Background: an optimization exercise with open tools, aiming at small area, a short achievable clock period and few clock cycles. Do not read the settings as production practice.
Only simulation tests tie the RTL to the original design; equivalence was not proved.
Power and IR drop assume default switching activity.

--- design/flow/config.mk ---
export PLATFORM = sky130hd
export DESIGN_NAME = qrcode_decoder
export DESIGN_NICKNAME = qrcode_decoder
export VERILOG_FILES = /design/flow/design.v
export SDC_FILE = /design/flow/constraint.sdc
export NUM_CORES = 8
export LEC_CHECK = 0
export ABC_AREA = 1
export CAP_MARGIN = 20
export CORE_MARGIN = 2
export CORE_UTILIZATION = 40
export SLEW_MARGIN = 20
--- design/flow/constraint.sdc ---
create_clock -name core_clock -period 16.0 [get_ports {clk}]
set_input_delay 3.2000 -clock core_clock [delete_from_list [all_inputs] [get_ports {clk}]]
set_output_delay 3.2000 -clock core_clock [all_outputs]
set_load 0.01 [all_outputs]
--- design/flow/design.v ---
module qrcode_decoder(
    input clk,
    input srst_n,
    input start,
    input sram_rdata,
    output [11:0] sram_raddr,
    output reg [5:0] loc_y,
    output reg [5:0] loc_x,
    output reg [7:0] decode_text,    
    output reg valid,
    output reg finish
);
localparam S_A = 3'd0, S_P = 3'd1, S_Y = 3'd2, S_X = 3'd3, S_V = 3'd4,
           S_M = 3'd5, S_D = 3'd6, S_E = 3'd7;
reg [2:0] st;             
reg       cont;           
reg [5:0] y, x;           
reg       pv;             
reg       pix;            
reg       started;
assign sram_raddr = {y, x};
wire hit = pix && cont;   
reg [5:0] k;              
reg       lx6;            
reg [5:0] s0;             
reg [5:0] s1;             
reg [5:0] s2;             
reg [5:0] s3;             
reg [1:0] cidx, pcidx;    
reg [1:0] rot;
reg [2:0] mask;
wire signed [2:0] cy_lo = s0[5:3], cy_hi = s0[2:0];
wire signed [2:0] cx_lo = s1[5:3], cx_hi = s1[2:0];
wire signed [2:0] pcy = s2[5:3], pcx = s2[2:0];
wire tight = s3[5], wide = s3[4], mid = s3[3], tlm = s3[1], grp = s3[0];
wire [4:0] i = s0[4:0];   
wire [4:0] j = s1[4:0];
wire       inlen = s1[5]; 
wire [4:0] rem = s2[4:0]; 
wire [2:0] mv = s3[2:0];  
wire [2:0] bc = s3[5:3];  
always @* decode_text = {cidx, k};
wire [7:0] sa = 8'd1 << st;    
function maskbit;         
    input [2:0] m;
    input a0, a1, b0;     
    input [1:0] a3, b3;   
    input q;              
    reg t2, p2, p1, p0, t0;
    begin
        t2 = a0 ^ b0;                                   
        p2 = a0 & b0;                                   
        p1 = (a3 == b3) && (a3 != 2'd0);                
        p0 = (a3 == 2'd0) || (b3 == 2'd0);              
        t0 = (a3 == 2'd0) ? (b3 == 2'd0) : (a3 == 2'd1) ? (b3 == 2'd2) : (b3 == 2'd1);  
        case (m)
            3'd0: maskbit = ~t2;
            3'd1: maskbit = ~a0;
            3'd2: maskbit = (b3 == 2'd0);
            3'd3: maskbit = t0;
            3'd4: maskbit = ~(a1 ^ q);
            3'd5: maskbit = ~p2 & p0;
            3'd6: maskbit = ~(p2 ^ p1);
            default: maskbit = ~(t2 ^ p1);
        endcase
    end
endfunction
function [1:0] mod3;
    input [4:0] v;
    begin
        mod3 = v % 3;
    end
endfunction
function [3:0] astep;     
    input [3:0] kk;       
    begin
        astep =
            (kk == 4'd0) ? {2'd0, 2'd1} :
            (kk == 4'd1) ? {2'd1, 2'd3} :
            (kk == 4'd2) ? {2'd0, 2'd1} :
            (kk == 4'd3) ? {2'd3, 2'd2} :
            (kk == 4'd4) ? {2'd1, 2'd0} :
            (kk == 4'd5) ? {2'd2, 2'd1} :
            (kk == 4'd6) ? {2'd0, 2'd1} :
            (kk == 4'd7) ? {2'd0, 2'd2} :
                           {2'd2, 2'd2};
    end
endfunction
function [5:0] astepv;    
    input [1:0] c;
    begin
        case (c)
            2'd0: astepv = 6'd0;
            2'd1: astepv = 6'd21;
            2'd2: astepv = 6'd22;
            default: astepv = 6'd43;
        endcase
    end
endfunction
function [3:0] bstep;     
    input [3:0] kk;       
    begin
        bstep =
            (kk == 4'd1) ? {2'd0, 2'd1} :
            (kk == 4'd2) ? {2'd1, 2'd3} :
            (kk == 4'd3) ? {2'd0, 2'd1} :
            (kk == 4'd4) ? {2'd3, 2'd2} :
            (kk == 4'd5) ? {2'd1, 2'd0} :
            (kk == 4'd6) ? {2'd2, 2'd1} :
            (kk == 4'd7) ? {2'd0, 2'd1} :
            (kk == 4'd8) ? {2'd0, 2'd2} :
                           {2'd2, 2'd2};
    end
endfunction
function [5:0] bstepy;    
    input [1:0] c;
    begin
        case (c)
            2'd0: bstepy = 6'd0;
            2'd1: bstepy = 6'd43;
            2'd2: bstepy = 6'd42;
            default: bstepy = 6'd21;
        endcase
    end
endfunction
function [6:0] bstepx14;  
    input [1:0] c;
    begin
        case (c)
            2'd0: bstepx14 = 7'd14;
            2'd1: bstepx14 = 7'd121;      
            2'd2: bstepx14 = 7'd120;      
            default: bstepx14 = 7'd99;    
        endcase
    end
endfunction
function [5:0] poff;      
    input [3:0] kk;
    begin
        poff =
            (kk == 4'd0)  ? {3'sd0, 3'sd2} :
            (kk == 4'd1)  ? {3'sd0, -3'sd2} :
            (kk == 4'd2)  ? {3'sd2, 3'sd0} :
            (kk == 4'd3)  ? {-3'sd2, 3'sd0} :
            (kk == 4'd4)  ? {3'sd2, 3'sd2} :
            (kk == 4'd5)  ? {-3'sd2, -3'sd2} :
            (kk == 4'd6)  ? {3'sd2, -3'sd2} :
            (kk == 4'd7)  ? {-3'sd2, 3'sd2} :
            (kk == 4'd8)  ? {3'sd0, 3'sd1} :
            (kk == 4'd9)  ? {3'sd0, -3'sd1} :
            (kk == 4'd10) ? {3'sd1, 3'sd0} :
            (kk == 4'd11) ? {-3'sd1, 3'sd0} :
            (kk == 4'd12) ? {3'sd1, 3'sd1} :
            (kk == 4'd13) ? {-3'sd1, -3'sd1} :
            (kk == 4'd14) ? {3'sd1, -3'sd1} :
                            {-3'sd1, 3'sd1};
    end
endfunction
localparam [5:0] P_N = 6'd16;     
function [5:0] x7;        
    input [2:0] c;
    begin
        case (c)
            3'b001: x7 = 6'd7;
            3'b010: x7 = 6'd14;
            3'b111: x7 = 6'd57;
            3'b110: x7 = 6'd50;
            default: x7 = 6'd0;
        endcase
    end
endfunction
function [6:0] x7m14;     
    input [2:0] c;
    begin
        case (c)
            3'b001: x7m14 = 7'd121;
            3'b010: x7m14 = 7'd0;
            3'b111: x7m14 = 7'd107;
            3'b110: x7m14 = 7'd100;
            default: x7m14 = 7'd114;
        endcase
    end
endfunction
function [5:0] x7m20;     
    input [2:0] c;
    begin
        case (c)
            3'b001: x7m20 = 6'd51;
            3'b010: x7m20 = 6'd58;
            3'b111: x7m20 = 6'd37;
            3'b110: x7m20 = 6'd30;
            default: x7m20 = 6'd44;
        endcase
    end
endfunction
function [6:0] x7m34;     
    input [2:0] c;
    begin
        case (c)
            3'b001: x7m34 = 7'd101;
            3'b010: x7m34 = 7'd108;
            3'b111: x7m34 = 7'd87;
            3'b110: x7m34 = 7'd80;
            default: x7m34 = 7'd94;
        endcase
    end
endfunction
function span2;           
    input signed [2:0] lo, hi;
    begin
        span2 = (hi - lo) >= 2;
    end
endfunction
function [5:0] roffy;     
    input s;
    input [2:0] c;
    begin
        case (c)
            3'd0: roffy = s ? 6'd17 : 6'd3;
            3'd1: roffy = s ? 6'd18 : 6'd2;
            3'd2: roffy = s ? 6'd16 : 6'd4;
            3'd3: roffy = s ? 6'd20 : 6'd0;
            default: roffy = s ? 6'd14 : 6'd6;
        endcase
    end
endfunction
function [5:0] roffx;     
    input s;
    input [2:0] c;
    begin
        case (c)
            3'd0: roffx = s ? 6'd61 : 6'd47;
            3'd1: roffx = s ? 6'd62 : 6'd46;
            3'd2: roffx = s ? 6'd60 : 6'd48;
            3'd3: roffx = s ? 6'd0 : 6'd44;
            default: roffx = s ? 6'd58 : 6'd50;
        endcase
    end
endfunction
function [2:0] wmove;     
    input [4:0] a, b;
    reg u;
    begin
        u = (b == 5'd20) || (b == 5'd19) || (b == 5'd16) || (b == 5'd15) ||
            (b == 5'd12) || (b == 5'd11);
        if (!b[0]) wmove = 3'd0;                                    
        else if (u) begin
            if (a == ((b >= 5'd13) ? 5'd9 : 5'd0)) wmove = 3'd0;    
            else if (b <= 5'd12 && a == 5'd7) wmove = 3'd2;         
            else wmove = 3'd1;
        end else begin
            if (a == 5'd20) wmove = 3'd0;
            else if (b <= 5'd12 && a == 5'd5) wmove = 3'd4;
            else wmove = 3'd3;
        end
    end
endfunction
wire [5:0] p_c = poff(k[3:0]);           
wire [5:0] p_n = poff(k[3:0] + 4'd1);    
wire signed [2:0] u_ylo = (hit && pcy < cy_lo) ? pcy : cy_lo;
wire signed [2:0] u_yhi = (hit && pcy > cy_hi) ? pcy : cy_hi;
wire signed [2:0] u_xlo = (hit && pcx < cx_lo) ? pcx : cx_lo;
wire signed [2:0] u_xhi = (hit && pcx > cx_hi) ? pcx : cx_hi;
wire y_ok = span2(u_ylo, u_yhi), x_ok = span2(u_xlo, u_xhi);
wire p_end = tight || k == P_N;
wire [1:0] cn = cidx + 2'd1;
wire [5:0] kn = (cidx != 2'd3) ? k : (k[2:0] == 3'd4) ? {k[5:3] + 3'd1, 3'd0} : k + 6'd1;
wire v_miss = cont && !pix;
wire v_end = tlm || v_miss || (cidx == 2'd3 && k == 6'o44);
wire [1:0] mc = tlm ? 2'd0 : v_miss ? pcidx : 2'd3;    
reg [1:0] m_rot;
reg [5:0] m_my, m_mx;     
always @* begin
    case (mc)
        2'd0: begin m_rot = 2'd2; m_my = 6'd12; m_mx = 6'd62; end
        2'd1: begin m_rot = 2'd3; m_my = 6'd18; m_mx = 6'd52; end
        2'd2: begin m_rot = 2'd1; m_my = 6'd2;  m_mx = 6'd56; end
        default: begin m_rot = 2'd0; m_my = 6'd8; m_mx = 6'd46; end
    endcase
end
wire [1:0] i3 = mod3(i), j3 = mod3(j);
wire jq = ((j / 3) % 2) == 1;
wire dbit = sram_rdata ^ maskbit(mask, i[0], i[1], j[0], i3, j3, jq);
reg [2:0] mdi, mdj;       
always @* begin
    case (mv)
        3'd0: begin mdi = 3'd0; mdj = 3'd7; end
        3'd1: begin mdi = 3'd7; mdj = 3'd1; end
        3'd2: begin mdi = 3'd6; mdj = 3'd1; end
        3'd3: begin mdi = 3'd1; mdj = 3'd1; end
        default: begin mdi = 3'd2; mdj = 3'd1; end
    endcase
end
wire [2:0] ei = (rot[0] == rot[1]) ? mdi : -mdi;
wire [2:0] ej = rot[1] ? -mdj : mdj;
wire [2:0] wdy = rot[0] ? ej : ei;
wire [2:0] wdx = rot[0] ? ei : ej;
wire [4:0] ni = i + {{2{mdi[2]}}, mdi};
wire [4:0] nj = j + {{2{mdj[2]}}, mdj};
wire [2:0] nmv = wmove(ni, nj);         
reg [5:0] r_ddy, r_ddx, r_dny, r_dnx;    
always @* begin
    case (rot)
        2'd0: begin r_ddy = 6'd9;  r_ddx = 6'd15; r_dny = 6'd0;  r_dnx = 6'd1;  end
        2'd1: begin r_ddy = 6'd15; r_ddx = 6'd55; r_dny = 6'd1;  r_dnx = 6'd0;  end
        2'd2: begin r_ddy = 6'd55; r_ddx = 6'd49; r_dny = 6'd0;  r_dnx = 6'd63; end
        default: begin r_ddy = 6'd49; r_ddx = 6'd9; r_dny = 6'd63; r_dnx = 6'd0; end
    endcase
end
wire [3:0] a_st = astep(k[3:0]);
wire [3:0] b_st = bstep(k[3:0]);
reg [5:0] ayA, byA, ayP, byP, ayY, byY, ayX, byX, ayV, byV, byM, byD;
reg [6:0] axA, bxA, axP, bxP, axY, bxY, axX, bxX, axV, bxV, bxM, bxD;
always @* begin
    ayA = y; byA = hit ? bstepy(b_st[3:2]) : astepv(a_st[3:2]);
    axA = {1'b0, x};
    bxA = hit ? bstepx14(b_st[1:0]) : {1'b0, astepv(a_st[1:0])};
    ayP = loc_y; byP = p_end ? x7m20(cy_hi) : x7(p_n[5:3]);
    axP = {lx6, loc_x}; bxP = x7m14(p_end ? cx_lo : p_n[2:0]);
    ayY = y; axY = hit ? {lx6, loc_x} : {1'b0, x};
    byY = 6'd0; bxY = 7'd0;
    if (hit) begin
        byY = (k[2:0] == 3'd0) ? 6'd63 : 6'd0;
        bxY = x7m34(cx_hi);
    end else case (k[2:0])
        3'd0, 3'd2, 3'd4: bxY = 7'd14;
        3'd1: if (wide || mid) bxY = 7'd107; else begin byY = 6'd1; bxY = 7'd114; end
        3'd3: if (wide) bxY = 7'd107; else begin byY = 6'd1; bxY = 7'd121; end
        default: byY = 6'd1;
    endcase
    ayX = y; axX = {1'b0, x};
    if (hit) begin
        byX = grp ? 6'd44 : 6'd0; bxX = grp ? 7'd20 : 7'd19;
    end else if (!grp) begin byX = 6'd20; bxX = 7'd0; end
    else begin byX = 6'd44; bxX = 7'd1; end
    ayV = loc_y; axV = {1'b0, loc_x};
    byV = v_end ? m_my : roffy(cn[1], kn[5:3]);
    bxV = {1'b0, v_end ? m_mx : roffx(cn[0], kn[2:0])};
    if (k == 6'd2) begin byM = r_ddy; bxM = {1'b0, r_ddx}; end
    else if (k != 6'd0 || started) begin byM = r_dny; bxM = {1'b0, r_dnx}; end
    else begin byM = 6'd0; bxM = 7'd0; end
    byD = {{3{wdy[2]}}, wdy}; bxD = {1'b0, {3{wdx[2]}}, wdx};
end
wire [5:0] ay = ({6{sa[0]}} & ayA) | ({6{sa[1]}} & ayP) | ({6{sa[2]}} & ayY) |
                ({6{sa[3]}} & ayX) | ({6{sa[4]}} & ayV) | ({6{sa[5] | sa[6] | sa[7]}} & y);
wire [6:0] ax = ({7{sa[0]}} & axA) | ({7{sa[1]}} & axP) | ({7{sa[2]}} & axY) |
                ({7{sa[3]}} & axX) | ({7{sa[4]}} & axV) | ({7{sa[5] | sa[6] | sa[7]}} & {1'b0, x});
wire [5:0] by = ({6{sa[0]}} & byA) | ({6{sa[1]}} & byP) | ({6{sa[2]}} & byY) |
                ({6{sa[3]}} & byX) | ({6{sa[4]}} & byV) | ({6{sa[5]}} & byM) | ({6{sa[6]}} & byD);
wire [6:0] bx = ({7{sa[0]}} & bxA) | ({7{sa[1]}} & bxP) | ({7{sa[2]}} & bxY) |
                ({7{sa[3]}} & bxX) | ({7{sa[4]}} & bxV) | ({7{sa[5]}} & bxM) | ({7{sa[6]}} & bxD);
wire [6:0] sy = {1'b0, ay} + {by[5], by};
wire [6:0] sx = ax + bx;
always @(posedge clk) begin
    if (start) started <= 1'b1;
    if (!sa[6]) pcidx <= cidx;
    pix <= sram_rdata & pv; cont <= 1'b1;
    y <= sy[5:0]; x <= sx[5:0]; pv <= 1'b1;
    valid <= 1'b0;
    finish <= 1'b0;
    if (sa[0]) begin
        if (hit) begin
            loc_y <= sy[5:0]; loc_x <= sx[5:0]; lx6 <= (sx[5:0] < 6'd14);
            s0 <= 6'd0; s1 <= 6'd0; s3 <= 6'd0;
            st <= S_P; cont <= 1'b0; k <= 6'd0;
            pv <= (sx[5:0] >= 6'd14);
        end else begin
            k <= (k == 6'd8) ? 6'd0 : k + 6'd1;
        end
    end
    if (sa[1]) begin
        s0 <= {u_ylo, u_yhi}; s1 <= {u_xlo, u_xhi};
        s3[5] <= y_ok && x_ok;
        s3[4] <= !x_ok && !(u_xhi != u_xlo);
        s3[3] <= !x_ok && (u_xhi != u_xlo);
        if (p_end) begin
            st <= S_Y; cont <= 1'b0; k <= 6'd0;
            if (sy[6]) y <= 6'd0;
            if (sx[5:0] > 6'd43) x <= 6'd43;
        end else begin
            k <= k + 6'd1;
            pv <= !sy[6] && !sx[6] && (k != P_N - 6'd1);
        end
        s2 <= p_c;                          
    end
    if (sa[2]) begin
        if (hit) begin
            loc_y <= sy[5:0];                   
            st <= S_X; cont <= 1'b0; s3[1:0] <= 2'b00;
            if (sx[6]) x <= 6'd0;               
        end else begin
            if (k[2:0] == (wide ? 3'd5 : mid ? 3'd3 : 3'd1)) k <= 6'd0;
            else k <= k + 6'd1;
        end
    end
    if (sa[3]) begin
        if (hit) begin
            loc_x <= sx[5:0];                   
            s3[1] <= !grp;
            st <= S_V; cont <= 1'b0; cidx <= 2'd1; k <= 6'd0;
        end else s3[0] <= ~grp;
    end
    if (sa[4]) begin
        if (v_end) begin
            rot <= m_rot;
            if (!mc[1]) loc_y <= loc_y + 6'd20;
            if (mc[0]) loc_x <= loc_x - 6'd20;
            st <= S_M; cont <= 1'b0; k <= 6'd0;
        end else begin
            cidx <= cn; k <= kn;
        end
    end
    if (sa[5]) begin
        case (k[1:0])
            2'd0: mask[2] <= ~sram_rdata;
            2'd1: mask[1] <= sram_rdata;
            default: mask[0] <= ~sram_rdata;
        endcase
        if (k == 6'd2) begin
            st <= S_D; cont <= 1'b0;
            s0 <= {1'b0, 5'd17};            
            s1 <= {1'b1, 5'd19};            
            s2 <= {1'b0, 5'd0};             
            s3 <= {3'd0, 3'd1};             
        end else if (k != 6'd0 || started) k <= k + 6'd1;
    end
    if (sa[6]) begin
        s0[4:0] <= ni; s1[4:0] <= nj; s3[2:0] <= nmv;
        if (inlen) begin
            s2[4:0] <= {rem[3:0], dbit};
            s3[5:3] <= (bc == 3'd4) ? 3'd0 : bc + 3'd1;
            if (bc == 3'd4) s1[5] <= 1'b0;
        end else begin
            {cidx, k} <= {cidx[0], k, dbit};
            s3[5:3] <= bc + 3'd1;
            if (bc == 3'd7) begin
                valid <= 1'b1;
                s2[4:0] <= rem - 5'd1;
                if (rem == 5'd1) begin
                    finish <= 1'b1;
                    st <= S_E; cont <= 1'b0;
                end
            end
        end
    end
    if (!srst_n) begin
        st <= S_A; cont <= 1'b0; y <= 6'd20; x <= 6'd20; pv <= 1'b1;
        started <= 1'b0; k <= 6'd0; valid <= 1'b0; finish <= 1'b0;
    end
end
endmodule
--- design/flow/flow/run.sh ---
#!/bin/bash
# The standard layout (standard.sh, unchanged), run with a copy of the ORFS
# scripts in which only abc_area.script (the logic optimisation recipe that
# synthesis hands to ABC) differs, and with these settings in its environment:
#  - ABC's recipe: resyn2-style AIG rewriting, dch, then area-oriented
#    mapping (map -a) and ABC's usual buffering and sizing, instead of
#    dch and delay-oriented mapping (map -B 0.9);
#  - synthesis leaves the adders to ABC instead of mapping them to the
#    library's half- and full-adder cells (ADDER_MAP_FILE empty);
#    the rest of synthesis is standard.sh's own (synth_recipe.tcl: no fsm or
#    share passes, flattened, function nets renamed), so the registers are the
#    standard synthesis's;
#  - the buffers that the flow puts on every input and output port are
#    sky130_fd_sc_hd__buf_2 cells instead of the slower delay cells that
#    buffer_ports picks by default;
#  - repair_timing aims for a setup slack of 11.8 ns, i.e. it sizes the cells
#    of paths slower than about 4.2 ns;
#  - clock tree synthesis uses sky130_fd_sc_hd__clkbuf_8 buffers and no dummy
#    loads.
# The clock, its period and the I/O constraints are the design's, unchanged.
# Each tool's full output is in standard.log in this folder (and ORFS's own
# per-step logs under orfs/logs).
cp -r "$FLOW_HOME/scripts" orfs_scripts
cat > orfs_scripts/abc_area.script <<'ABC'
strash
balance
resub -K 6
rewrite
resub -K 6 -N 2
refactor
resub -K 8
balance
resub -K 8 -N 2
rewrite
resub -K 10
rewrite -z
resub -K 10 -N 2
balance
resub -K 12
refactor -z
resub -K 12 -N 2
rewrite -z
balance
dch -f
map -a
topo
stime -c
buffer -c
upsize -c
dnsize -c
ABC
export SCRIPTS_DIR="$PWD/orfs_scripts"
export ADDER_MAP_FILE=
export BUFFER_PORTS_ARGS="-buffer_cell sky130_fd_sc_hd__buf_2"
export SETUP_SLACK_MARGIN=11.8
export CTS_ARGS="-sink_clustering_enable -repair_clock_nets -dont_use_dummy_load -buf_list sky130_fd_sc_hd__clkbuf_8"
bash standard.sh > standard.log 2>&1
--- design/flow/standard.sh ---
#!/bin/bash
# synth_recipe.tcl (not shown) runs the flow's synth.tcl, then flattens the netlist and writes it again
# the make line also repeats each setting of config.mk as NAME=value (left out here)
make -C /OpenROAD-flow-scripts/flow DESIGN_CONFIG=/design/flow/config.mk WORK_HOME=/design/flow/orfs CLKGATE_MAP_FILE= SYNTH_SCRIPT=/design/flow/synth_recipe.tcl "${@:-finish}"
==> insert_results.sql, run 1 <==
INSERT INTO impl_metrics (metric_group, metric, value, unit) VALUES
('timing', 'final-setup-viol-count', '0', ''),
('route', 'detailedRoute.firstIterationViolations', '763', ''),
('logic_synthesis', 'syn_area_per_cell', '6.23', 'um2'),
('pwr', 'p_int', '487', 'uW'),
('critical_path', 'critical_path.n_buffers_inverters', '1', ''),
('pwr', 'p_per_area', '135', 'mW/mm2'),
('route', 'routed-wl-met2', '9.69', 'mm'),
('min_path', 'whs_path_depth', '2', ''),
('timing', 'worst_slew_pin_slew', '0.844', 'ns'),
('global_routing', 'grt_pass1_vias', '6430', ''),
('pwr', 'comb_power_share', '57.0', '%'),
('timing', 'finalMaxSlewViolations', '0', ''),
('cts', 'htree_levels', '3', ''),
('route', 'drt.antenna.violating_nets', '0', ''),
('flow_run', 'maxCapViolCount', '0', ''),
('final_layout', 'final_cell_area', '0.00702', 'mm2'),
('global_routing', 'track_usage', '27.1', '%'),
('cts', 'clk_root_buffer_cell', 'clkbuf_8', ''),
('timing', 'setup_total_negative_slack', '0', 'ns'),
('timing', 'post_route_worst_hold_slack', '0.466', 'ns'),
('cts', 'worstSkewPairLatency', '0.38', 'ns'),
('route', 'route.met3.wl', '2.00', 'mm'),
('placed_design', 'post-place-ws', '11.47', 'ns'),
('logic_synthesis', 'syn-instance-count', '1025', ''),
('critical_path', 'slowest_delay', '0.46', 'ns'),
('final_layout', 'number_of_filler_instances_in_the_final_layout', '1716', ''),
('outcome', 'outcome', 'complete, no violations', ''),
('cts', 'tritoncts_clock_tree', 'done', ''),
('timing', 'final_min_period_over_clock_period', '26.2', '%'),
('cts', 'tritoncts.num_buffers', '9', ''),
('critical_path', 'critical_path.max_fanout', '12', ''),
('global_routing', 'grt_antenna_before_repair', '0', ''),
('final_layout', 'syn2layout_area_growth', '10.0', '%'),
('die', 'placement_rows', '46', ''),
('die', 'initial_core_util', '40.6', '%'),
('logic_synthesis', 'mappedNetlistArea', '0.00638', 'mm2'),
('logic_synthesis', 'synth_top_area_cell', 'dfxtp_1', ''),
('cts', 'cts_sinks', '73', ''),
('route', 'drt-wirelength-per-cell', '17.9', 'um'),
('critical_path', 'required', '12.80', 'ns'),
('final_layout', 'final_util', '44.7', '%'),
('critical_path', 'setup.worst_path.start_class', 'flop', ''),
('logic_synthesis', 'postSynth.topFlopCell', 'dfxtp_1', ''),
('logic_synthesis', 'syn_nets', '1029', ''),
('pwr', 'clock_power_share', '12.4', '%'),
('timing', 'final.setup.worst_slack', '11.81', 'ns'),
('route', 'top_layer_used', 'met4', ''),
('route', 'totalWireLength', '22.8', 'mm'),
('placed_design', 'post-dp-hpwl', '17.7', 'mm'),
('timing', 'grt_setup_unrepaired', 'yes', ''),
('logic_synthesis', 'synthesis.yosys.warnings', '1', ''),
('global_routing', 'grt_start_max_net_pins', '21', ''),
('final_layout', 'fin_nets', '1063', ''),
('logic_synthesis', 'synthDistinctLibCells', '62', ''),
('route', 'drt_first_pass_iters', '6', ''),
('global_routing', 'grt_overflow_total', '0', ''),
('critical_path', 'timing.critical_path.cells', 'buf_2', ''),
('cts', 'worst_setup_hold_path_clk_slew', '0.08', 'ns'),
('critical_path', 'critical_path_endpoint_category', 'output pin', ''),
('placed_design', 'place_congestion', '0.996', ''),
('critical_path', 'critPathArrivalTime', '0.99', 'ns'),
('critical_path', 'path_depth', '1', ''),
('logic_synthesis', 'ys_top_cells_by_area', 'dfxtp_1 19%, nor2_1 10%, nand2_1 9.3%', ''),
('logic_synthesis', 'yosys-top-cells-count', '173 x nor2_1, 158 x nand2_1, 134 x inv_1', ''),
('placed_design', 'io_buffers', '37', ''),
('logic_synthesis', 'async_flop_share', '0', '%'),
('pwr', 'sequentialPowerShare', '30.5', '%'),
('route', 'post_drt_via_cell_ratio', '5.70', ''),
('timing', 'fin_skew', '0.0243', 'ns'),
('die', 'top_level_ports', '38', ''),
('die', 'design.core.area', '0.0157', 'mm2');
per-layer routing:
layer,up-vias,GRT usage [%]
li1,3531,-
met1,3335,38.1
met2,339,40.5
met3,53,5.62
met4,0,11.0
met5,-,0
state kept, by name (all words and copies together) (netlist names), 2 cells and up:
signal  cells
pcidx       2
k           6
y           6
mask        3
x           6
st          3
s1          6
loc_x       6
rot         2
s2          6
s3          6
cidx        2
loc_y       6
s0          6
metrics by stage:
step	instances	power [uW]
floorplan	1025	677
global placement	1253	812
detailed placement	1253	815
CTS	1263	936
global route	1273	1030
finish	1273	946
cell families after synthesis:
group | count (synthesis) | share of synthesized area [%]
XOR/XNOR | 42 | 5.88
buffers and inverters | 182 | 11.1
adder cells (fa/ha/maj) | 3 | 0.510
multiplexers | 4 | 0.706
AND/OR/NAND/NOR | 440 | 30.3
flip-flops | 73 | 24.8
AO/OA/AOI/OAI | 281 | 26.8
power groups by stage:
stage / combinational, uW / clock [uW] / sequential (uW)
2_1_floorplan: 396 / 0 / 282
3_3_place_gp: 520 / 0 / 292
3_5_place_dp: 523 / 0 / 292
4_1_cts: 529 / 120 / 287
5_1_grt: 611 / 126 / 295
6_report: 540 / 118 / 289
final timing paths:
kind,start,endpoint,slack (ns)
setup / recovery,k[3]$_SDFF_PN0_,decode_text[3],11.81
hold / removal,pv$_SDFF_PN1_,pix$_DFF_P_,0.47
setup reg to reg,st[1]$_SDFF_PN0_,x[2]$_SDFF_PN1_,12.02
hold reg to reg,pv$_SDFF_PN1_,pix$_DFF_P_,0.47
cell type report:
class	instances	area, um2	share of cell area [%]
repair buffers	53	305	4.35
clock buffers	9	124	1.76
inverters	152	596	8.48
multi-input cells	770	4120	58.7
well taps	216	270	3.85
flip-flops and latches	73	1610	22.9
layout by cell type, fill, tap and decap left out, drive strengths merged, types with 5 or more instances in the layout:
master,instances
xor2,28
nor2,188
o21ai,87
nand3,33
clkbuf,9
clkinvlp,6
o211ai,7
or2,8
a221oi,8
nor4,5
o32ai,5
nor3,28
xnor2,14
a31oi,17
dfxtp,61
inv,143
nand2,163
o22ai,21
a21oi,90
nand4,15
a211oi,11
buf,53
edfxtp,12
a22oi,5
timing repair:
action                                 CTS  global route
gates resized for setup                 11            19
pin swaps                                0             2
endpoints found under the hold margin    0             0
setup buffers                            1            10
setup endpoints to repair               24            23
Testbench counts, summed over its fixed seeds: cycles 24,098.
==> inputs of run 2 (changes only) <==
--- a/design/flow/flow/run.sh
+++ b/design/flow/flow/run.sh
@@ -43,3 +43,3 @@
 balance
-dch -f
+dch
 map -a
==> run 2 against run 1 <==
Clock power barely moved. Sequential power hardly changed. Design area rose by 0.82%. Total power increased by 6.5%. Via count is essentially flat. Utilization increased by 0.20 points. Synthesized area up 0.31%. Largest power group unchanged.
==> insert_results.sql, run 2 <==
INSERT INTO impl_metrics (metric_group, metric, value, unit) VALUES
('outcome', 'outcome', 'complete, no violations', ''),
('die', 'fp.dieArea', '0.0170', 'mm2'),
('final_layout', 'fraction_of_final_layout_cells_sized_beyond_drive_strength_1', '14.9', '%'),
('cts', 'htree_levels', '3', ''),
('placed_design', 'place_congestion', '1.01', ''),
('final_layout', 'most_used_cells_in_the_layout_excluding_fill_and_tap_cells', '168 x nor2_1, 138 x inv_1, 134 x nand2_1', ''),
('die', 'initial_core_util', '40.6', '%'),
('die', 'fp.dieH', '131', 'um'),
('critical_path', 'worst_r2r_path_depth', '21', ''),
('critical_path', 'worstSetupPathType', 'reg -> out', ''),
('final_layout', 'multiInputGateArea', '0.00416', 'mm2'),
('route', 'drt-wirelength-per-cell', '17.8', 'um'),
('logic_synthesis', 'ys_seq_area_share', '24.7', '%'),
('cts', 'cts_sinks', '73', ''),
('logic_synthesis', 'yosys-top-cells-count', '171 x nor2_1, 139 x inv_1, 135 x nand2_1', ''),
('logic_synthesis', 'syn_nets', '1028', ''),
('timing', 'finalWorstPathRequiredPeriod', '4.20', 'ns'),
('final_layout', 'layout.area.seq', '0.00160', 'mm2'),
('route', 'vias', '7257', ''),
('critical_path', 'critPathArrivalTime', '1.00', 'ns'),
('final_layout', 'final_cell_area', '0.00708', 'mm2'),
('cts', 'tritoncts_clock_tree', 'done', ''),
('logic_synthesis', 'mappedNetlistArea', '0.00640', 'mm2'),
('logic_synthesis', 'synthDistinctLibCells', '69', ''),
('critical_path', 'critical_path.max_fanout', '10', ''),
('placed_design', 'post-dp-hpwl', '17.8', 'mm'),
('critical_path', 'critical_path_endpoint_category', 'output pin', ''),
('global_routing', 'grt_antenna_before_repair', '0', ''),
('cts', 'clk_root_buffer_cell', 'clkbuf_8', ''),
('critical_path', 'timing.critical_path.cells', 'buf_2', ''),
('logic_synthesis', 'synth_top_area_share', '19.1', '%'),
('critical_path', 'crit_slowest_cell', 'dfxtp_4', ''),
('die', 'horizontal_die_dimension', '131', 'um'),
('final_layout', 'number_of_filler_instances_in_the_final_layout', '1738', ''),
('timing', 'slew_headroom', '37.5', '%'),
('die', 'top_level_ports', '38', ''),
('timing', 'final-setup-viol-count', '0', ''),
('timing', 'fin_skew', '0.0197', 'ns'),
('pwr', 'p_per_area', '142', 'mW/mm2'),
('final_layout', 'final-instance-count-excl-fill', '1276', ''),
('final_layout', 'n_antenna_cell', '0', ''),
('global_routing', 'grt_first_pass_wirelength', '35.3', 'mm'),
('logic_synthesis', 'synth_top_area_cell', 'dfxtp_1', ''),
('die', 'placement_rows', '46', ''),
('placed_design', 'io_buffers', '37', ''),
('logic_synthesis', 'synth.ff_latch_count', '73', ''),
('route', 'drt_first_pass_iters', '5', ''),
('global_routing', 'grt_pass1_vias', '6511', ''),
('final_layout', 'syn2layout_area_growth', '10.6', '%'),
('timing', 'finalHoldViolations', '0', ''),
('cts', 'worstSkewPairLatency', '0.38', 'ns'),
('cts', 'tritoncts.num_buffers', '9', ''),
('global_routing', 'grt_start_max_net_pins', '21', ''),
('timing', 'setup_total_negative_slack', '0', 'ns'),
('placed_design', 'dpl_cell_area', '0.00679', 'mm2'),
('route', 'totalWireLength', '22.7', 'mm'),
('critical_path', 'slowest_delay', '0.46', 'ns'),
('final_layout', 'mostFrequentLayoutCell', 'nor2_1', ''),
('global_routing', 'grt_overflow_total', '0', ''),
('critical_path', 'crit_family', 'flip-flops', ''),
('cts', 'worst_setup_hold_path_clk_slew', '0.08', 'ns'),
('timing', 'grt_setup_unrepaired', 'yes', ''),
('logic_synthesis', 'syn-instance-count', '1024', ''),
('route', 'detailedRoute.firstIterationViolations', '766', ''),
('logic_synthesis', 'synthesis.yosys.warnings', '1', ''),
('critical_path', 'required', '12.80', 'ns'),
('pwr', 'vdd_ir_drop_max', '0.0000751', 'V'),
('critical_path', 'critical_path.n_buffers_inverters', '1', ''),
('min_path', 'hp-class', 'reg -> reg', ''),
('route', 'drt.antenna.violating_nets', '0', ''),
('timing', 'final_min_period_over_clock_period', '26.3', '%'),
('die', 'design.core.area', '0.0158', 'mm2'),
('min_path', 'whs_path_depth', '2', ''),
('timing', 'worst_slew_pin_slew', '0.934', 'ns'),
('flow_run', 'maxCapViolCount', '0', ''),
('route', 'post_drt_via_cell_ratio', '5.69', ''),
('timing', 'timing.fmax', '0.238', 'GHz'),
('route', 'drc', '0', ''),
('logic_synthesis', 'syn_area_per_cell', '6.25', 'um2'),
('cts', 'cts_buffer_depth', '2', ''),
('timing', 'finalMaxSlewViolations', '0', ''),
('pwr', 'leakage', '0.00299', 'uW'),
('logic_synthesis', 'synth_enable_flop_cells', '12', ''),
('logic_synthesis', 'library_cell_with_the_highest_instance_count_after_synthesis', 'nor2_1', ''),
('final_layout', 'fin_nets', '1066', ''),
('logic_synthesis', 'ys_top_cells_by_area', 'dfxtp_1 19%, nor2_1 10%, inv_1 8.1%', ''),
('placed_design', 'cells_after_dpl', '1257', ''),
('critical_path', 'path_depth', '1', ''),
('global_routing', 'track_usage', '27.1', '%'),
('logic_synthesis', 'async_flop_share', '0', '%'),
('critical_path', 'setup.worst_path.start_class', 'flop', ''),
('logic_synthesis', 'postSynth.topFlopCell', 'dfxtp_1', '');
run 2: logic make-up (layout without fill, tap and decap cells):
logic type	after synthesis	in the layout	share of synthesized area [%]
mux	3	3	0.488
flops	73	73	24.7
simple gates	416	416	29.0
xor+xnor	37	37	5.30
buf+inv	192	228	11.5
compound gates	303	303	29.0
run 2: cell type report:
type | instances | area share, %
clock buffers | 9 | 1.75
multi-input cells | 759 | 58.7
inverters | 168 | 9.03
flip-flops and latches | 73 | 22.6
well taps | 216 | 3.82
repair buffers | 51 | 4.10
run 2: path summary, 6_finish.rpt:
check | start | endpoint | slack (ns)
worst min register to register | pv$_SDFF_PN1_ | pix$_DFF_P_ | 0.48
worst max register to register | s3[1]$_DFF_P_ | x[0]$_SDFF_PN0_ | 12.09
worst max-delay path | k[3]$_SDFF_PN0_ | decode_text[3] | 11.80
worst min-delay path | pv$_SDFF_PN1_ | pix$_DFF_P_ | 0.48
run 2: power by group:
group          total, uW  leakage (uW)  switching [uW]  internal [uW]
sequential           289      0.000624            51.1            238
combinational        601       0.00230             382            220
clock                117     0.0000647            67.0           50.2
run 2: tightest hold or removal path, stage by stage, from the launching register on:
cell and delay [ns]:
dfxtp_1 0.31, inv_1 0.08, nor2_1 0.04
run 2: what timing repair did:
item / in CTS / in global routing
hold buffers: 0 / 0
pin swaps: 0 / 4
setup endpoints to repair: 20 / 24
buffers inserted: 0 / 10
resized for setup: 9 / 24
run 2: per-stage QoR:
step	hold slack (ns)	total power (uW)	setup slack, ns	utilization (%)
after floorplan	0.388	716	12.22	-
after global placement	0.440	864	11.59	43.0
after detailed placement	0.455	865	11.61	43.0
after CTS	0.480	985	11.79	43.9
after global routing	0.511	1100	11.78	44.9
final	0.484	1010	11.80	44.9
run 2: per-layer routing:
metal	GRT usage (%)	wire length, um
met1	37.6	10200
met4	10.9	801
met5	0	0
met3	5.82	2020
met2	41.1	9670
==> inputs of run 3 (changes only) <==
--- a/design/flow/flow/run.sh
+++ b/design/flow/flow/run.sh
@@ -43,3 +43,3 @@
 balance
-dch
+dch -f
 map -a
@@ -54,3 +54,3 @@
 export BUFFER_PORTS_ARGS="-buffer_cell sky130_fd_sc_hd__buf_2"
-export SETUP_SLACK_MARGIN=11.8
+export SETUP_SLACK_MARGIN=11.7
 export CTS_ARGS="-sink_clustering_enable -repair_clock_nets -dont_use_dummy_load -buf_list sky130_fd_sc_hd__clkbuf_8"
==> run 3 against run 2 <==
Flip-flop and latch count stayed put. Largest cell class unchanged. Synthesized area is 0.31% lower. Setup slack worse by 0.053 ns. Critical endpoint unchanged. Fmax is 1.3% lower. Clock power hardly changed. Non-clock buffer count stayed put. Sequential power hardly changed. Clock skew is 0.0033 ns higher. Synthesized cell count hardly changed. Count of clock-buffer cells in the layout stayed put. Largest power group unchanged. Hold slack worse by 0.023 ns.
==> insert_results.sql, run 3 <==
INSERT INTO impl_metrics (metric_group, metric, value, unit) VALUES
('route', 'drt.antenna.violating_nets', '0', ''),
('global_routing', 'grt_antenna_before_repair', '0', ''),
('logic_synthesis', 'mappedNetlistArea', '0.00638', 'mm2'),
('final_layout', 'fraction_of_final_layout_cells_sized_beyond_drive_strength_1', '13.1', '%'),
('timing', 'grt_setup_unrepaired', 'yes', ''),
('critical_path', 'critical_path.max_fanout', '12', ''),
('critical_path', 'critical_path_endpoint_category', 'output pin', ''),
('placed_design', 'io_buffers', '37', ''),
('final_layout', 'syn2layout_area_growth', '9.19', '%'),
('critical_path', 'setup.worst_path.start_class', 'flop', ''),
('cts', 'cts_hold_buffers', '0', ''),
('cts', 'worst_setup_hold_path_clk_slew', '0.08', 'ns'),
('cts', 'tritoncts_clock_tree', 'done', ''),
('logic_synthesis', 'synthDistinctLibCells', '62', ''),
('cts', 'cts_sinks', '73', ''),
('critical_path', 'worst_r2r_path_depth', '20', ''),
('flow_run', 'maxCapViolCount', '0', ''),
('min_path', 'hold_path_start', 'pv$_SDFF_PN1_', ''),
('timing', 'finalHoldViolations', '0', ''),
('final_layout', 'number_of_filler_instances_in_the_final_layout', '1717', ''),
('logic_synthesis', 'library_cell_with_the_highest_instance_count_after_synthesis', 'nor2_1', ''),
('min_path', 'min_delay_worst_endpoint', 'pix$_DFF_P_', ''),
('timing', 'fin_skew', '0.0230', 'ns'),
('global_routing', 'track_usage', '27.1', '%'),
('final_layout', 'n_antenna_cell', '0', ''),
('logic_synthesis', 'synthesis.yosys.warnings', '1', ''),
('final_layout', 'mostFrequentLayoutCell', 'nor2_1', ''),
('logic_synthesis', 'synth.ff_latch_count', '73', ''),
('placed_design', 'dpl_cell_area', '0.00674', 'mm2'),
('critical_path', 'critPathArrivalTime', '1.06', 'ns'),
('pwr', 'clock_power_share', '12.5', '%'),
('min_path', 'hp-class', 'reg -> reg', ''),
('timing', 'worst_slew_pin_slew', '0.838', 'ns'),
('logic_synthesis', 'synth_top_area_share', '19.1', '%'),
('final_layout', 'fin_nets', '1061', ''),
('pwr', 'power_spent_charging_and_discharging_nets', '459', 'uW'),
('critical_path', 'critical_path.n_buffers_inverters', '1', ''),
('pwr', 'switching_share', '48.7', '%'),
('route', 'drt-wirelength-per-cell', '17.9', 'um'),
('critical_path', 'crit_slowest_cell', 'dfxtp_2', ''),
('timing', 'final-setup-viol-count', '0', ''),
('final_layout', 'final_cell_area', '0.00697', 'mm2'),
('route', 'vias', '7247', ''),
('critical_path', 'timing.critical_path.cells', 'buf_2', ''),
('route', 'post_drt_via_cell_ratio', '5.70', ''),
('logic_synthesis', 'ys_seq_area_share', '24.8', '%'),
('pwr', 'p_int', '484', 'uW'),
('critical_path', 'slowest_delay', '0.50', 'ns'),
('die', 'top_level_ports', '38', ''),
('outcome', 'outcome', 'complete, no violations', ''),
('global_routing', 'grt_start_max_net_pins', '21', ''),
('final_layout', 'final-instance-count-excl-fill', '1271', ''),
('timing', 'finalWorstPathRequiredPeriod', '4.26', 'ns'),
('die', 'horizontal_die_dimension', '130', 'um'),
('timing', 'setup_total_negative_slack', '0', 'ns'),
('cts', 'worstSkewPairLatency', '0.38', 'ns'),
('die', 'design.core.area', '0.0157', 'mm2'),
('critical_path', 'worstSetupPathType', 'reg -> out', ''),
('global_routing', 'grt_first_pass_wirelength', '35.2', 'mm'),
('critical_path', 'timing.rr.end', 'x[2]$_SDFF_PN1_', ''),
('critical_path', 'reg2reg_setup_slack', '11.93', 'ns'),
('placed_design', 'post-dp-hpwl', '17.7', 'mm'),
('min_path', 'whs_path_depth', '2', ''),
('route', 'detailedRoute.firstIterationViolations', '711', ''),
('cts', 'htree_levels', '3', ''),
('die', 'placement_rows', '46', ''),
('route', 'drt_first_pass_iters', '5', ''),
('pwr', 'vdd_ir_drop_max', '0.0000803', 'V'),
('logic_synthesis', 'yosys-top-cells-count', '173 x nor2_1, 158 x nand2_1, 134 x inv_1', ''),
('logic_synthesis', 'syn-instance-count', '1025', ''),
('route', 'totalWireLength', '22.7', 'mm'),
('die', 'fp.dieH', '130', 'um'),
('logic_synthesis', 'ys_top_cells_by_area', 'dfxtp_1 19%, nor2_1 10%, nand2_1 9.3%', ''),
('logic_synthesis', 'synth_top_area_cell', 'dfxtp_1', ''),
('critical_path', 'crit_family', 'flip-flops', ''),
('pwr', 'p_per_area', '135', 'mW/mm2'),
('logic_synthesis', 'postSynth.topFlopCell', 'dfxtp_1', ''),
('placed_design', 'cells_after_dpl', '1253', ''),
('critical_path', 'r2r_start', 's1[0]$_DFF_P_', ''),
('timing', 'timing.fmax', '0.235', 'GHz'),
('cts', 'cts_buffer_depth', '2', ''),
('global_routing', 'grt_pass1_vias', '6447', ''),
('pwr', 'sequentialPowerShare', '30.7', '%'),
('die', 'fp.dieArea', '0.0170', 'mm2'),
('logic_synthesis', 'synth_enable_flop_cells', '12', ''),
('timing', 'slew_headroom', '44.0', '%'),
('final_layout', 'most_used_cells_in_the_layout_excluding_fill_and_tap_cells', '172 x nor2_1, 158 x nand2_1, 130 x inv_1', ''),
('logic_synthesis', 'syn_area_per_cell', '6.23', 'um2'),
('logic_synthesis', 'async_flop_share', '0', '%'),
('timing', 'final_min_period_over_clock_period', '26.6', '%'),
('logic_synthesis', 'syn_nets', '1029', ''),
('cts', 'clk_root_buffer_cell', 'clkbuf_8', ''),
('die', 'initial_core_util', '40.6', '%'),
('cts', 'tritoncts.num_buffers', '9', ''),
('timing', 'finalMaxSlewViolations', '0', ''),
('global_routing', 'grt_overflow_total', '0', ''),
('placed_design', 'place_congestion', '0.996', ''),
('final_layout', 'final_util', '44.4', '%'),
('critical_path', 'required', '12.80', 'ns'),
('pwr', 'comb_power_share', '56.8', '%'),
('timing', 'post_route_worst_hold_slack', '0.461', 'ns'),
('pwr', 'leakage', '0.00287', 'uW'),
('route', 'drc', '0', '');
==> run 3: cell count changes in the layout (fill, tap and decap cells not counted), sizes merged, moves of 4 or more <==
| cell | change |
|---|---|
| a22oi | -4 |
| a31oi | +6 |
| xor2 | +7 |
| o21ai | -17 |
| nand4 | +5 |
| nand2 | +22 |
| nor3 | -5 |
| inv | -21 |
| nand3 | +4 |
| a21oi | -5 |
| o22ai | +8 |
==> run 3: what timing repair did <==
action	in CTS	in global routing
pin swaps	0	2
endpoints found under the setup margin	20	17
gates resized for setup	6	8
setup buffers	0	9
==> run 3: logic make-up after synthesis <==
family,after synthesis,synth area share (%)
AOI/OAI and AO/OA,281,26.8
xor gates and xnor gates,42,5.88
adders and majority gates,3,0.510
buffers and inverters,182,11.1
DFF,73,24.8
muxes,4,0.706
and+or+nand+nor,440,30.3
==> run 3: routing by layer <==
layer	global-route usage, %	wire, um	vias to the layer above
li1	-	-	3528
met1	37.7	10300	3330
met2	40.8	9740	338
met3	5.82	2000	51
met4	11.0	697	0
met5	0	0	-
==> run 3: worst max-delay path by stage <==
stage,slack (ns),to,startpoint,cells after the start
6_report,11.74,decode_text[3],k[3]$_SDFF_PN0_,1
2_1_floorplan,12.06,st[0]$_SDFF_PN0_,srst_n,4
3_5_place_dp,11.47,y[5]$_SDFF_PN0_,k[2]$_SDFF_PN0_,21
4_1_cts,11.72,decode_text[0],k[0]$_SDFF_PN0_,1
5_1_grt,11.68,x[2]$_SDFF_PN1_,s1[0]$_DFF_P_,20
3_3_place_gp,11.63,y[0]$_SDFF_PN0_,k[2]$_SDFF_PN0_,21
==> run 3: final cells by class <==
type | count | area (um2) | share of cell area (%)
clock buffers | 9 | 124 | 1.78
multi-input cells | 770 | 4110 | 59.0
repair buffers | 51 | 290 | 4.16
inverters | 152 | 586 | 8.40
flip-flops and latches | 73 | 1590 | 22.8
well taps | 216 | 270 | 3.88
==> run 3: per-stage QoR <==
stage                     power (uW)  setup slack [ns]
after floorplan                  677             12.06
after global placement           812             11.63
after detailed placement         815             11.47
after CTS                        934             11.72
after global routing            1030             11.68
final                            943             11.74
==> run 3: power by group through the flow <==
stage	combinational, uW	sequential [uW]	clock, uW
2_1_floorplan	396	282	0
3_3_place_gp	520	292	0
3_5_place_dp	523	292	0
4_1_cts	526	288	120
5_1_grt	605	296	126
6_report	535	290	118

## what the ideal ports hide
No port has a modelled driver above. Below, the same layouts with a new extraction and two added sets of constraints. Step 1, drivers: a clkbuf_16 drives clk and a buf_2 each remaining input, both assumed. Step 2 moves the port delays by t, midway between the first and last clock arrival at a register: inputs arrive t later, outputs are due t later. That takes back most of the time a late clock gives input paths. Three values: no drivers, after step 1, after step 2; two values: the first two.
run	shift t [ns]	slack for setup (ns)	worst hold slack (ns)	latest minus earliest clock arrival (ns)	worst register clock-pin slew, ns
run 1	0.411	11.806 / 11.768 / 11.727	0.466 / 0.466 / 0.466	0.025 / 0.024	0.08 / 0.08
run 2	0.414	11.797 / 11.756 / 11.657	0.484 / 0.484 / 0.484	0.020 / 0.020	0.08 / 0.08
run 3	0.408	11.743 / 11.704 / 11.735	0.461 / 0.461 / 0.461	0.023 / 0.023	0.08 / 0.08
After both steps setup and hold are still met in every run listed. For run 2, which loses most, drivers alone change the setup slack by -0.041 ns; drivers and shift together by -0.140 ns.
